Context: an optimization exercise on an open-source flow, tuned for small area. The choices shown serve that exercise and are no tape-out recipe.
Function was not checked in any run shown here: the RTL went through the layout flow alone.
Power and IR drop assume default switching activity.

==> design/flow/design.v <==
module ALU(input [7:0] A, B, input [3:0] k, output reg [7:0] res);
wire MUL = (k == 4'd2);
wire DIV = (k == 4'd3);
wire ADD = (k == 4'd0);
wire [7:0] nb = ~B;
wire [7:0] P [0:8];
wire [7:0] q;
wire [7:0] s0;
wire co0;
assign P[8] = A & {8{~MUL}};
genvar i, j;
generate for (i=7;i>=1;i=i-1) begin: gr
  localparam W = 8-i;
  wire [W:0] cc; assign cc[0] = DIV;
  wire [W-1:0] d;
  wire mrow = MUL & B[i];
  for (j=0;j<W;j=j+1) begin: gc
    wire x = P[i+1][i+j];
    wire y = (mrow & A[j]) | (~MUL & nb[j]);
    assign d[j] = x ^ y ^ cc[j];
    assign cc[j+1] = (x & y) | (cc[j] & (x ^ y));
  end
  wire z = ~|B[7:W];
  assign q[i] = cc[W] & z;
  wire sel = MUL | (DIV & q[i]);
  for (j=0;j<8;j=j+1) begin: go
    if (j < i) assign P[i][j] = P[i+1][j];
    else assign P[i][j] = sel ? d[j-i] : P[i+1][j];
  end
end endgenerate
wire inv0 = ~ADD;
wire [8:0] c0; assign c0[0] = ~(ADD | MUL);
generate for (j=0;j<8;j=j+1) begin: g0
  wire x = P[1][j];
  wire y = MUL ? (B[0] & A[j]) : (B[j] ^ inv0);
  assign s0[j] = x ^ y ^ c0[j];
  assign c0[j+1] = (x & y) | (c0[j] & (x ^ y));
end endgenerate
assign q[0] = c0[8];
wire lt = ~c0[8];
wire eq = ~|s0;
wire gt = c0[8] & ~eq;
always @(*) begin
  case (k)
    4'd0, 4'd1, 4'd2 : res = s0;
    4'd3 : res = q;
    4'd4 : res = A & B;
    4'd5 : res = A | B;
    4'd6 : res = ~(A & B);
    4'd7 : res = ~(A | B);
    4'd8 : res = A ^ B;
    4'd9 : res = A ~^ B;
    4'd10: res = {7'b0, eq};
    4'd11: res = {6'b0, gt, 1'b0};
    4'd12: res = {6'b0, lt, lt};
    4'd13: res = A >> 1;
    4'd14: res = A << 1;
    default: res = 8'b0;
  endcase
end
endmodule
module System_Top #(parameter WIDTH = 8, ADDR = 4 , ALU_FUN_WD = 4) (
input    wire                CONTROL_EN,
input    wire                CLKDIV_EN,
input    wire                CLK,
input    wire                RST,
input    wire                WrEn,
input    wire                RdEn,
input    wire   [ADDR-1:0]   Address,
input    wire   [WIDTH-1:0]  WrData,
output   reg    [WIDTH-1:0]  RdData,
output   wire                SYS_OUT,
output   wire                SYS_VLD,
output   wire                DONE_FLAG
);
reg [7:0] mem [0:15];
wire [3:0] lo = 4'b1 << Address[1:0];
wire [3:0] hi = 4'b1 << Address[3:2];
wire [15:0] rsel;
reg  [7:0] rmux;
genvar r;
generate for (r = 0; r < 16; r = r + 1) begin : g_reg
  assign rsel[r] = hi[r/4] & lo[r%4];
  always @(posedge CLK or negedge RST)
    if (!RST) mem[r] <= 8'b0;
    else if (WrEn & rsel[r]) mem[r] <= WrData;
end endgenerate
integer i;
always @(*) begin
  rmux = 8'b0;
  for (i = 0; i < 16; i = i + 1) rmux = rmux | (mem[i] & {8{rsel[i]}});
end
always @(posedge CLK)
  if (RdEn && !WrEn) RdData <= rmux;
wire [7:0]  A   = mem[0];
wire [7:0]  B   = mem[1];
wire [15:0] cfg = {mem[3], mem[2]};
wire [1:0]  ucfg = mem[4][1:0];
wire [7:0]  ratio = mem[5];
reg [2:0] dcnt;
reg       div_clk, odd_tog;
wire      div_on  = CLKDIV_EN & (|ratio[7:1]);
wire [2:0] dcnt_inc = dcnt + 3'd1;
wire      flip = (ratio[0] & ~odd_tog) ? (dcnt == ratio[3:1]) : (dcnt_inc == ratio[3:1]);
wire      tick = ~div_on | (flip & ~div_clk);
always @(posedge CLK or negedge RST)
  if (!RST) begin
    dcnt <= 3'd0; div_clk <= 1'b0; odd_tog <= 1'b1;
  end else if (div_on) begin
    if (flip) begin
      dcnt <= 3'd0;
      div_clk <= ~div_clk;
      if (ratio[0]) odd_tog <= ~odd_tog;
    end else
      dcnt <= dcnt_inc;
  end
localparam P_IDLE = 2'd0, P_CHECK = 2'd1, P_CALC = 2'd2, P_WAIT = 2'd3;
reg [1:0] ph;
reg [3:0] k;
reg [3:0] u;                  
wire busy   = |u;
wire en_k   = cfg[k];
wire last   = &k;
wire alu_en = (ph == P_CHECK) & en_k;
wire valid  = (ph == P_CALC) & ~last;
wire k_inc  = ((ph == P_CHECK) & ~en_k) | ((ph == P_WAIT) & ~busy);
always @(posedge CLK or negedge RST)
  if (!RST) begin
    ph <= P_IDLE; k <= 4'd0;
  end else begin
    if (k_inc) k <= k + 4'd1;
    case (ph)
      P_IDLE : if (CONTROL_EN) ph <= P_CHECK;
      P_CHECK: if (en_k) ph <= P_CALC; else if (last) ph <= P_IDLE;
      P_CALC : ph <= P_WAIT;
      P_WAIT : if (!busy) ph <= last ? P_IDLE : P_CHECK;
    endcase
  end
assign DONE_FLAG = (ph == P_IDLE);
wire [7:0] res;
ALU U0_ALU (.A(A), .B(B), .k(k), .res(res));
reg [7:0] sr;
reg       par;
wire      load = tick & valid;
always @(posedge CLK)
  if (alu_en) sr <= res;
  else if (tick & u[3]) sr <= {sr[7], sr[7:1]};
always @(posedge CLK or negedge RST)
  if (!RST) begin
    u <= 4'd0; par <= 1'b0;
  end else if (tick) begin
    if (load & ucfg[0]) par <= ucfg[1] ^ (^sr);
    case (u)
      4'd0: if (valid) u <= 4'd1;
      4'd1: u <= 4'd8;
      4'd2: u <= 4'd3;
      4'd3: u <= 4'd0;
      4'd15: u <= ucfg[0] ? 4'd2 : 4'd3;
      default: u <= u + 4'd1;
    endcase
  end
assign SYS_VLD = busy;
assign SYS_OUT = u[3] ? sr[0] : (u == 4'd1) ? 1'b0 : (u == 4'd2) ? par : 1'b1;
endmodule
==> design/flow/run.sh <==
#!/bin/bash
# synth_recipe.tcl (not shown) runs the flow's synth.tcl, then flattens the netlist and writes it again
# the make line also repeats each setting of config.mk as NAME=value (left out here)
make -C /OpenROAD-flow-scripts/flow DESIGN_CONFIG=/design/flow/config.mk WORK_HOME=/design/flow/orfs CLKGATE_MAP_FILE= SYNTH_SCRIPT=/design/flow/synth_recipe.tcl finish
==> design/flow/config.mk <==
export PLATFORM = sky130hd
export DESIGN_NAME = System_Top
export DESIGN_NICKNAME = System_Top
export VERILOG_FILES = /design/flow/design.v
export SDC_FILE = /design/flow/constraint.sdc
export NUM_CORES = 4
export LEC_CHECK = 0
export ABC_AREA = 1
export CAP_MARGIN = 20
export CORE_MARGIN = 2
export CORE_UTILIZATION = 40
export SLEW_MARGIN = 20
==> design/flow/constraint.sdc <==
create_clock -name core_clock -period 12.0 [get_ports {CLK}]
set_input_delay 2.4000 -clock core_clock [delete_from_list [all_inputs] [get_ports {CLK}]]
set_output_delay 2.4000 -clock core_clock [all_outputs]
set_load 0.01 [all_outputs]
==> results of run 1 <==
kinds of logic after synthesis:
| group | Yosys count |
|---|---|
| adder cells (fa/ha/maj) | 61 |
| flip-flops | 160 |
| XOR/XNOR | 21 |
| AO/OA/AOI/OAI | 322 |
| multiplexers | 5 |
| AND/OR/NAND/NOR | 435 |
| buffers and inverters | 150 |
cells in the mapped netlist, types with 9 or more instances:
cell type  instances  area, sq um
nand2_1          275         1032
o21ai_0          188        940.9
dfrtp_1          143         3578
inv_1             99        371.6
nor2_1            79        296.5
fa_1              33        660.6
clkbuf_1          31        116.4
ha_1              28        350.3
nand3_1           27        135.1
o22ai_1           25        156.4
a21oi_1           20        100.1
a22o_1            19        166.4
a221oi_1          18        157.7
edfxtp_1          16        480.5
inv_2             12        45.04
nand3_2           11        110.1
xnor2_1           11        96.34
xor2_1            10        87.58
o21ai_1            9        45.04
critical path: cells and delay by family (launching register included):
| kind | cells | cell delay (ns) |
|---|---|---|
| xor+xnor | 3 | 0.38 |
| flops | 1 | 0.40 |
| compound gates | 10 | 1.06 |
| fa+ha+maj | 30 | 8.53 |
| simple gates | 31 | 2.62 |
| buf+inv | 18 | 1.03 |
area by class of cell:
class / count / share of cell area
clock buffers: 18 / 0.03527
clock inverters: 14 / 0.01347
inverters: 114 / 0.03620
multi-input cells: 844 / 0.4448
flip-flops and latches: 160 / 0.3358
well taps: 324 / 0.03332
repair buffers: 153 / 0.1012
metrics by stage:
stage / total power (uW) / setup TNS, ns / hold slack [ns] / setup slack [ns]
after floorplan: 1906 / -14.20 / 0.4420 / -2.518
after global placement: 2491 / -11.92 / 0.4575 / -2.201
after detailed placement: 2515 / -14.23 / 0.4618 / -2.570
after CTS: 3141 / -13.58 / 0.4750 / -2.365
after global routing: 3523 / -17.71 / 0.4993 / -3.005
final: 3239 / -12.91 / 0.4710 / -2.314
flip-flops by register name (all words and copies together) (netlist names), named ones only:
signal / flops
ph: 1
div_clk: 1
par: 1
dcnt: 3
RdData: 8
u: 4
k: 4
mem: 128
sr: 8
odd_tog: 1
worst max-delay path by stage:
stage	from	to	slack (ns)	cells past startpoint
detailed placement	k[0]$_DFFE_PN0P_	sr[1]$_DFFE_PP_	-2.57	93
global placement	k[0]$_DFFE_PN0P_	sr[1]$_DFFE_PP_	-2.20	92
CTS	k[0]$_DFFE_PN0P_	sr[1]$_DFFE_PP_	-2.36	93
finish	k[0]$_DFFE_PN0P_	sr[0]$_DFFE_PP_	-2.31	92
global route	k[0]$_DFFE_PN0P_	sr[1]$_DFFE_PP_	-3.01	91
floorplan	k[0]$_DFFE_PN0P_	sr[1]$_DFFE_PP_	-2.52	91
power groups by stage:
stage	clock network [uW]	registers (uW)	logic [uW]
CTS	557	788	1800
global route	577	807	2140
detailed placement	0	797	1720
finish	546	789	1900
global placement	0	792	1700
floorplan	0	787	1120
per-layer routing:
layer / GRT usage / share of wire / vias up
met2: 0.3623 / 0.47 / 256
met5: 0 / 0 / -
met4: 0.05651 / 0.015 / 0
met1: 0.3113 / 0.46 / 4161
met3: 0.03117 / 0.052 / 34
li1: - / - / 4192
what timing repair did:
| action | in CTS | in global routing |
|---|---|---|
| resized for setup | 11 | 31 |
| setup buffers | 9 | 13 |
| endpoints found under the setup margin | 8 | 8 |
| hold buffers | 0 | 0 |
| pin swaps | 13 | 16 |
==> results.toml, run 1 <==
[outcome]
status = "complete, but fails checks"
check.faults = "negative setup slack"

[worst_setup_path]
slowest_delay_ns = 0.44
r2r-start = "k[0]$_DFFE_PN0P_"
reg2reg_to = "sr[0]$_DFFE_PP_"
cp-end-kind = "flop"
critical_path_arrival_ns = 14.48
cp-start-kind = "flop"
path_common_cell = "fa_2"
slowest_stage = "fa_1"
reg2reg_slack_ns = -2.31
worstPathMaxFanout = 4
reg2reg_depth = 92
required_ns = 12.16
path_class = "flop to flop"

[power_and_ir_drop]
ir_drop_mv = 0.1492
cellPowerDensity_nw_per_um2 = 266.2
comb_power_share = 0.588
switching_share = 0.4234
p_switching_uw = 1371
power_frac_clock = 0.169
power.internal_uw = 1868
pwr-share-seq = 0.244
cellLeakagePower_uw = 0.005565

[placement]
place_area_sq_um = 11270
dp_cells = 1577
gp_congestion = 0.9124
hpwl_microns = 20220
portBuffers = 28

[cells_and_area]
multi_input_area_sq_um = 5411
fill_cells = 2342
n_antenna_cell = 0
num-nets-final = 1369
final_common_cell = "nand2_1"
final_cells = 1627
final_util = 0.5047
seq_area_sq_um = 4085
layout-drive-gt1-share = 0.2218
final_cell_mix = "263 x nand2_1, 185 x o21ai_0, 143 x dfrtp_1, 122 x buf_4, 88 x inv_1"
syn2layout_area_growth_pct = 24.68
final_cell_area_sq_um = 12170

[min_path]
min_to = "div_clk$_DFFE_PN0P_"
hold_class = "flop to flop"
holdPathStages = 1
hold_path_startpoint = "div_clk$_DFFE_PN0P_"

[synthesis]
synth_top_family_by_area = "compound AO/OA/AOI/OAI gates"
synth-simple-area-share = 0.1952
synth_cells = 1154
synth.distinct_cells = 56
synthXorXnorAreaFrac = 0.01885
ys.flop_type = "dfrtp_1"
ys.warnings.count = 3
synth.yosys.seq_area_share = 0.4186
synthMuxAreaShare = 0.006411
synth_edf_count = 16
synth_seq_cells = 160
synth_compound_area_frac = 0.1977
synth-adder-area-share = 0.1036
netlist_area_sq_um = 9758
async_flop_share = 0.9000
syn_nets = 1233
syn_area_per_cell_sq_um = 8.456

[clocking]
htreeDepth = 4
clock_latency_ns = 0.43
cts_tree = "done"
ctsLongestPathBuffers = 2
cts-root-buf = "clkbuf_16"
cts_buffers = 17
clkSinkCount = 160
path_clk_slew_ns = 0.07

[floorplan]
core_area_sq_um = 24110
rows = 57
io_pins = 29
start_util = 0.4048
dieArea_sq_um = 25660
die_x_microns = 160.2
die_h_microns = 160.2

[timing]
hold_violations = 0
fin_worst_skew_ns = 0.01777
worst_pin_slew_ns = 0.9847
finalSetupViolations = 8
period_share = 1.193
grt_setup_unrepaired = "yes"
post-route-min-period_ns = 14.31
setup_ws_ns = -2.314
fmax_mhz = 69.86
slew_headroom = 0.3366
slew_violations = 0

[detailed_routing]
routed_wl_microns = 28030
drcViolationCount = 0
dr_total_vias = 8643
drt_iter0_markers = 706
drt_first_pass_iters = 5
avgRoutedWirePerCell_microns = 17.23
avgViaCountPerCell = 5.312
antenna_left = 0

[grt]
grt_pass1_vias = 8472
globalRouteOverflowTotal = 0
grt_max_degree = 93
grt_pass1_wl_microns = 44940
grt.total_usage = 0.2215
antenna_found_initial = 0

[flow_run]
cap_violations = 0
==> inputs of run 2 (changes only) <==
--- a/design/flow/config.mk
+++ b/design/flow/config.mk
@@ -9,4 +9,7 @@
 export CAP_MARGIN = 20
 export CORE_MARGIN = 2
 export CORE_UTILIZATION = 40
+export CTS_BUF_LIST = sky130_fd_sc_hd__clkbuf_4 sky130_fd_sc_hd__clkbuf_8
+export CTS_CLUSTER_DIAMETER = 100
+export CTS_CLUSTER_SIZE = 40
 export SLEW_MARGIN = 20
==> results.toml, run 2 <==
[cells_and_area]
fill_cells = 2373
n_antenna_cell = 0
final_util = 0.4974
largestRegisters = "mem: 128 flops, RdData: 8 flops, sr: 8 flops"
largest_reg_flops = 128
final_cell_mix = "263 x nand2_1, 185 x o21ai_0, 143 x dfrtp_1, 125 x buf_4, 88 x inv_1"
num-nets-final = 1371
syn2layout_area_growth_pct = 22.87
final_common_cell = "nand2_1"
regMostFlops = "mem"
layout-drive-gt1-share = 0.2238

[synthesis]
syn_nets = 1233
synth_area_leaders = "dfrtp_1 37%, nand2_1 11%, o21ai_0 9.6%, fa_1 6.8%, edfxtp_1 4.9%"
synth_edf_count = 16
synth_cells = 1154
synth_top_area_frac = 0.3667
yosys.area.top_type = "dfrtp_1"
syn_area_per_cell_sq_um = 8.456
ys.warnings.count = 3
async_flop_share = 0.9000
synth_common_cells = "275 x nand2_1, 188 x o21ai_0, 143 x dfrtp_1, 99 x inv_1, 79 x nor2_1"
synth.yosys.seq_area_share = 0.4186
ys.flop_type = "dfrtp_1"
synth.most_common_cell = "nand2_1"
synth_seq_cells = 160
netlist_area_sq_um = 9758
synth.distinct_cells = 56

[outcome]
status = "complete, but fails checks"
check.faults = "negative setup slack"

[detailed_routing]
avgViaCountPerCell = 5.313
avgRoutedWirePerCell_microns = 17.20
drcViolationCount = 0
dr_total_vias = 8655
drt_iter0_markers = 608
routed_wl_microns = 28010
drt_first_pass_iters = 5
antenna_left = 0

[timing]
fin_worst_skew_ns = 0.01544
slew_violations = 0
setup_ws_ns = -2.446
tns_ns = -13.31
post-route-min-period_ns = 14.45
slew_headroom = 0.3386
finalSetupViolations = 8
fmax_mhz = 69.22
worst_pin_slew_ns = 0.9817
hold_violations = 0
grt_setup_unrepaired = "yes"
period_share = 1.204

[floorplan]
core_area_sq_um = 24110
rows = 57
io_pins = 29
dieArea_sq_um = 25660
die_x_microns = 160.2
start_util = 0.4048
die_h_microns = 160.2

[placement]
hpwl_microns = 20220
place_ws_ns = -2.570
portBuffers = 28
gp_congestion = 0.9124

[power_and_ir_drop]
cellPowerDensity_nw_per_um2 = 260.8
ir_drop_mv = 0.1503
cellLeakagePower_uw = 0.005489

[clocking]
cts-root-buf = "clkbuf_8"
clkSinkCount = 160
path_clk_slew_ns = 0.09
htreeDepth = 4
clock_latency_ns = 0.47
cts_buffers = 17
cts_tree = "done"
ctsLongestPathBuffers = 2

[min_path]
holdPathStages = 1
min_to = "div_clk$_DFFE_PN0P_"
hold_class = "flop to flop"
hold_path_startpoint = "div_clk$_DFFE_PN0P_"

[grt]
globalRouteOverflowTotal = 0
grt_pass1_wl_microns = 44800
grt.total_usage = 0.2208
grt_pass1_vias = 8453
grt_max_degree = 93
antenna_found_initial = 0

[worst_setup_path]
path_class = "flop to flop"
r2r-start = "k[0]$_DFFE_PN0P_"
reg2reg_to = "sr[0]$_DFFE_PP_"
critical_path_arrival_ns = 14.65
reg2reg_slack_ns = -2.45
path_common_cell = "fa_2"
worstPathMaxFanout = 4
slowest_delay_ns = 0.44
slowest_stage = "fa_1"
required_ns = 12.21
cp-end-kind = "flop"
reg2reg_depth = 92
cp-start-kind = "flop"

[flow_run]
cap_violations = 0
-- run 2: cell counts after synthesis --
Identical to the previous run, type by type.
-- run 2: per-layer routing --
metal | share of wire | GRT usage | vias to the layer above
met1 | 0.47 | 0.3097 | 4175
li1 | - | - | 4195
met5 | 0 | 0 | -
met3 | 0.052 | 0.03195 | 41
met4 | 0.019 | 0.05938 | 0
met2 | 0.46 | 0.3597 | 244
-- run 2: how the worst max path moves through the flow --
stage	startpoint	to	slack (ns)	cells after the start
finish	k[0]$_DFFE_PN0P_	sr[0]$_DFFE_PP_	-2.45	92
global route	k[0]$_DFFE_PN0P_	sr[0]$_DFFE_PP_	-3.06	91
CTS	k[0]$_DFFE_PN0P_	sr[1]$_DFFE_PP_	-2.37	93
detailed placement	k[0]$_DFFE_PN0P_	sr[1]$_DFFE_PP_	-2.57	93
global placement	k[0]$_DFFE_PN0P_	sr[1]$_DFFE_PP_	-2.20	92
floorplan	k[0]$_DFFE_PN0P_	sr[1]$_DFFE_PP_	-2.52	91
-- run 2: logic make-up after synthesis --
logic type                 Yosys count  synth area share
buffers and inverters              150           0.05962
and+or+nand+nor                    435            0.1952
xor gates and xnor gates            21           0.01885
DFF                                160            0.4186
AOI/OAI and AO/OA                  322            0.1977
muxes                                5          0.006411
adders and majority gates           61            0.1036
-- run 2: report_power, final --
group	leakage (uW)	total (uW)	internal (uW)	switching, uW
Clock	0.000204	413	179	234
Sequential	0.00197	788	696	91.9
Combinational	0.00332	1930	889	1040
Total	0.00549	3130	1760	1360
-- run 2: critical path, delay by kind of cell (launching register included) --
family	cells	cell delay, ns
and+or+nand+nor	31	2.74
DFF	1	0.41
xor gates and xnor gates	3	0.39
AOI/OAI and AO/OA	10	1.06
adders and majority gates	30	8.53
buffers and inverters	18	1.02
-- run 2: through the flow --
step	hold slack [ns]	total power [uW]	instances	instance area (sq um)
4_1_cts	0.4789	3001	1617	11770
3_3_place_gp	0.4575	2491	1577	11270
2_1_floorplan	0.4420	1906	1154	9947
6_report	0.4750	3127	1629	11990
3_5_place_dp	0.4618	2515	1577	11270
5_1_grt	0.5039	3401	1629	11990
-- run 2: what timing repair did --
item                       4_1_cts  5_1_grt
setup endpoints to repair        8        8
setup buffers                    9       13
hold buffers                     0        0
resized for setup               11       30
pin swaps                       13       17
-- run 2: cell type report --
class | instances | area, sq um | share of cell area
clock inverter | 14 | 163.9 | 0.01367
multi-input combinational | 844 | 5411 | 0.4513
clock buffer | 18 | 241.5 | 0.02014
tap | 324 | 405.4 | 0.03381
sequential | 160 | 4085 | 0.3407
inverter | 114 | 440.4 | 0.03673
timing repair buffer | 155 | 1242 | 0.1036

[afterwards: timing with drivers on the ports]
The flow's constraints put no driver on any port. The routed layouts listed below were extracted and timed again, unchanged, in two steps. Step 1 sets driving cells, clkbuf_16 on the clock port and buf_2 on the other inputs (assumed; they add their load-dependent delay and slew). Step 2 times the ports against the registers' clock, not the clock port: input delays grow and output delays shrink by t, the midpoint of the rising clock arrivals with the driver on. a / b / c = no drivers / after step 1 / after step 2; a / b = the first two.
run	t, ns	slack for setup (ns)	worst hold slack (ns)	worst data-port slew with drivers (ns)
run 1	0.472	-2.314 / -2.314 / -2.314	0.471 / 0.471 / 0.471	0.04
run 2	0.507	-2.446 / -2.446 / -2.446	0.475 / 0.475 / 0.475	0.04
